Context: an optimization exercise on an open-source flow, tuned for small area, a short achievable clock period and few clock cycles. The choices shown serve that exercise and are no tape-out recipe. In this exercise RTL edits were held to simulation tests only and were not proved equivalent to the original. No activity file was given, so power comes from the tool's default toggle rates.

==> flow/design.v (excerpt) <==
module RV32i_top (
    input  logic        clk_i,
    input  logic        resetn_i,
    input  logic        imem_valid_i,
    output logic [31:0] imem_add_o,
    input  logic [31:0] imem_data_i,
    output logic [31:0] dmem_add_o,
    input  logic [31:0] dmem_do_i,
    output logic [31:0] dmem_di_o,
    output logic        dmem_we_o,
    output logic        dmem_re_o,
    output logic [ 3:0] dmem_ble_o
);
  logic [11:0] pc_q;   
  logic        ex_wb_q, ex_load_q, ex_store_q, ex_branch_q, ex_jalr_q, ex_link_q;
  logic        ex_pred_q;   
  logic [ 4:0] ex_rd_q;
  logic [ 2:0] ex_f3_q;
  logic [31:0] ex_a_q, ex_b_q, ex_sd_q;
  logic        ex_fwd_a_q, ex_fwd_b_q, ex_fwd_s_q;
  logic [11:0] ex_alt_q;   
  logic ex_sub_q, ex_add_q, ex_slt_q, ex_sltu_q, ex_xor_q, ex_or_q, ex_and_q;
  logic ex_sll_q, ex_sr_q, ex_arith_q;
  logic        mem_wb_q, mem_load_q, mem_store_q;
  logic [ 4:0] mem_rd_q;
  logic [ 2:0] mem_f3_q;
  logic [31:0] mem_res_q, mem_sd_q;
  logic [ 3:0] mem_ble_q;
  logic [31:0] ld_data, wb_data;
  RV32i_load_fmt u_ldfmt (
      .f3_i  (mem_f3_q),
      .addr_i(mem_res_q[1:0]),
      .word_i(dmem_do_i),
      .data_o(ld_data)
  );
  assign wb_data = mem_load_q ? ld_data : mem_res_q;
  assign dmem_add_o = mem_res_q;
  assign dmem_di_o  = mem_sd_q;
  assign dmem_ble_o = mem_ble_q;
  assign dmem_we_o  = mem_store_q;
  assign dmem_re_o  = mem_load_q;
  logic [31:0] ins;
  logic [ 4:0] rs1, rs2, rd;
  logic uses_rs1, uses_rs2, b_is_rs2, a_is_pc, a_is_zero, d_wb, d_load, d_store;
  logic d_branch, d_jal, d_jalr;
  logic [31:0] imm;
  logic d_sub, d_add, d_slt, d_sltu, d_xor, d_or, d_and, d_sll, d_sr, d_arith;
  assign ins = imem_data_i;
  assign rs1 = ins[19:15];
  assign rs2 = ins[24:20];
  assign rd  = ins[11:7];
  RV32i_decoder u_dec (
      .ins_i      (ins),
      .uses_rs1_o (uses_rs1),
      .uses_rs2_o (uses_rs2),
      .b_is_rs2_o (b_is_rs2),
      .a_is_pc_o  (a_is_pc),
  ...
Size: roughly 4,900 cells after synthesis, ~59,000 sq um of cells after synthesis.
==> flow/config.mk <==
export PLATFORM = sky130hd
export DESIGN_NAME = RV32i_top
export DESIGN_NICKNAME = RV32i_top
export VERILOG_FILES = /design/flow/design.v
export SDC_FILE = /design/flow/constraint.sdc
export NUM_CORES = 8
export LEC_CHECK = 0
export CAP_MARGIN = 20
export CORE_MARGIN = 2
export CORE_UTILIZATION = 40
export SLEW_MARGIN = 20
==> flow/constraint.sdc <==
create_clock -name core_clock -period 10.0 [get_ports {clk_i}]
set_input_delay 2.0000 -clock core_clock [delete_from_list [all_inputs] [get_ports {clk_i}]]
set_output_delay 2.0000 -clock core_clock [all_outputs]
set_load 0.01 [all_outputs]
standard.sh (not shown) runs the stock make flow with config.mk's settings and CLKGATE_MAP_FILE= SYNTH_SCRIPT=/design/flow/synth_recipe.tcl, a recipe that flattens the netlist after the stock synthesis.
==> flow/flow/run.sh <==
#!/bin/bash
# Layout: the standard flow (standard.sh), with the timing-repair knobs
# from flow/knobs.sh exported to ORFS. Each tool's output is in standard.log
# here and in ORFS's own logs under orfs/logs.
set -euo pipefail
source flow/knobs.sh
bash standard.sh > standard.log 2>&1
==> flow/flow/knobs.sh <==
export SETUP_SLACK_MARGIN=6.5
export TNS_END_PERCENT=5
The baseline finished with timing, DRC and antenna clean.
Testbench counts at the start, summed over its fixed seeds: cycles 72,984.
Change:
==> flow/run.sh (new file) <==
#!/bin/bash
# synth_recipe.tcl (not shown) runs the flow's synth.tcl, then flattens the netlist and writes it again
# the make line also repeats each setting of config.mk as NAME=value (left out here)
make -C /OpenROAD-flow-scripts/flow DESIGN_CONFIG=/design/flow/config.mk WORK_HOME=/design/flow/orfs CLKGATE_MAP_FILE= SYNTH_SCRIPT=/design/flow/synth_recipe.tcl finish
ABC_CLOCK_PERIOD_IN_PS = 3000   (was unset)
SETUP_SLACK_MARGIN = 5   (was unset)
removed: flow/flow/run.sh
removed: flow/flow/knobs.sh
removed: flow/standard.sh
After rerunning: The changed run completed without violations. Wire length falls by 5.8%. First-iteration DRC count is lower by 6.3%. Sequential power decreases by about 1%. Setup slack gets worse by 990 ps. Design area falls by 6.8%. Non-clock buffer count is lower by 215. Clock skew decreases by 15 ps. Clock power climbs by 5.9%. Global-route usage drops by 1.6 points. Worst hold slack gets worse by 6.8 ps. Final cell count decreases by 2.9%.
Change:
ABC_CLOCK_PERIOD_IN_PS = unset   (was 3000)
After rerunning: Combinational power stays flat; clock power stays flat; setup slack stays the same; flip-flop and latch count is unchanged; design area is unchanged; routed wire length does not change; clock-buffer cell count does not change; hold slack does not change.

* * *

nickel:
Another version of the RTL of RV32i_top (not shown whole).
Size in the first run: ~4,800 cells after synthesis, ~1,200 flip-flops.
// RV32i_top
module RV32i_top (
    input  logic        clk_i,
    input  logic        resetn_i,
    input  logic        imem_valid_i,
    output logic [31:0] imem_add_o,
    input  logic [31:0] imem_data_i,
    output logic [31:0] dmem_add_o,
    input  logic [31:0] dmem_do_i,
    output logic [31:0] dmem_di_o,
    output logic        dmem_we_o,
    output logic        dmem_re_o,
    output logic [ 3:0] dmem_ble_o
);
export LEC_CHECK = 0
export CAP_MARGIN = 20
export CORE_MARGIN = 2
export CORE_UTILIZATION = 40
export CTS_BUF_LIST = sky130_fd_sc_hd__clkbuf_4
export SLEW_MARGIN = 20
create_clock -name core_clock -period 10.0 [get_ports {clk_i}]
==> flow/flow/run.sh <==
#!/bin/bash
# Layout: the standard flow (standard.sh), with the timing-repair knobs
# from flow/knobs.sh exported to ORFS. Each tool's output is in standard.log
# here and in ORFS's own logs under orfs/logs.
set -euo pipefail
source flow/knobs.sh
bash standard.sh > standard.log 2>&1
==> flow/flow/knobs.sh <==
export SETUP_SLACK_MARGIN=6.0
export BUFFER_PORTS_ARGS="-buffer_cell sky130_fd_sc_hd__buf_2"
nickel has completed all stages; timing, DRC and antenna checks passed.
Testbench counts of nickel, summed over its fixed seeds: cycles 72,984.
Changes in juniper relative to nickel:
- an added CTS_CLUSTER_DIAMETER of 100
- an added CTS_CLUSTER_SIZE of 12
- a change of CTS_BUF_LIST from sky130_fd_sc_hd__clkbuf_4 to sky130_fd_sc_hd__clkbuf_8
==> flow/flow/knobs.sh <==
export SETUP_SLACK_MARGIN=6.2
export BUFFER_PORTS_ARGS="-buffer_cell sky130_fd_sc_hd__buf_1"
### Flow results
Compared with nickel, juniper shows global routing met2 resource utilization higher by 0.64 points.
For the multi-input combinational cell area, juniper came in 1300 µm² higher than nickel did.
Looking at fmax, juniper sits 7.9% higher than nickel does.
Across nickel and juniper, the outcome is the same: a clean finish for every run.
Compared with nickel, juniper instantiates a smaller number of cells.

* * *

RV32i_top again, from the RTL that the note above started with.
Design RV32i_top, start of the top module:
module RV32i_top (
    input  logic        clk_i,
    input  logic        resetn_i,
    input  logic        imem_valid_i,
    output logic [31:0] imem_add_o,
    input  logic [31:0] imem_data_i,
    output logic [31:0] dmem_add_o,
    input  logic [31:0] dmem_do_i,
    output logic [31:0] dmem_di_o,
    output logic        dmem_we_o,
    output logic        dmem_re_o,
    output logic [ 3:0] dmem_ble_o
);
Settings: LEC_CHECK=0, CAP_MARGIN=20, CORE_MARGIN=2, CORE_UTILIZATION=40, CTS_BUF_LIST=sky130_fd_sc_hd__clkbuf_8, CTS_CLUSTER_DIAMETER=100, CTS_CLUSTER_SIZE=12, SLEW_MARGIN=20; clock period 10.0 ns.
==> flow/flow/knobs.sh <==
export SETUP_SLACK_MARGIN=6.0
export BUFFER_PORTS_ARGS="-buffer_cell sky130_fd_sc_hd__buf_2"
export TNS_END_PERCENT=10
Scripts as last shown in full above: flow/flow/run.sh
The starting point finished with timing, DRC and antenna clean.
Testbench counts at the start, summed over its fixed seeds: cycles 72,984.
Then changed:
--- a/flow/flow/knobs.sh
+++ b/flow/flow/knobs.sh
@@ -3 +2,0 @@
-export TNS_END_PERCENT=10
CTS_CLUSTER_SIZE = 16   (was 12)
Total power is lower by a few percent.
Maximum frequency is higher by a few percent.
Clock-buffer cell count is lower by 23.
Setup slack improved by 0.094 ns.
Critical path depth is lower by 2.
Cell area is about the same.
Synthesized area does not change.
Core utilization hardly moves.
Register-to-register slack improved by 0.12 ns.
Non-clock buffer count is higher by 13.
Clock power is lower by a little under a tenth.

afterwards: timing with drivers on the ports:
In the flow no input, the clock included, has a driving cell. The finished layouts below were timed again as built, in two steps. Step 1 sets driving cells, clkbuf_16 on the clock port and buf_2 on the other inputs (assumed; they add their load-dependent delay and slew). Step 2 also shifts input and output timing later by t, the mid clock arrival at the registers, as if the neighbouring blocks saw the same clock. Three values: no drivers, after step 1, after step 2; two values: the first two.
| run | t, ns | slack for setup (ns) | worst setup path at the end | slew at the worst register clock pin (ns) |
|---|---|---|---|---|
| the first run of note 1 | 0.852 | 5.781 / 5.782 / 4.932 | input to register | 0.08 / 0.08 |
| the second run of note 1 | 0.847 | 4.787 / 4.840 / 3.993 | input to register | 0.07 / 0.07 |
| the third run of note 1 | 0.847 | 4.787 / 4.840 / 3.993 | input to register | 0.07 / 0.07 |
| nickel | 1.346 | 5.766 / 5.787 / 4.441 | input to register | 0.09 / 0.09 |
| juniper | 0.959 | 6.074 / 6.081 / 5.122 | input to register | 0.11 / 0.11 |
| the first run of note 3 | 0.931 | 5.739 / 5.766 / 4.834 | input to register | 0.11 / 0.11 |
| the second run of note 3 | 0.920 | 5.833 / 5.860 / 4.940 | input to register | 0.12 / 0.12 |
After both steps setup and hold are still met in every run listed. The setup slack of nickel, which loses most, moves by +0.021 ns with the drivers and by -1.325 ns with both steps.
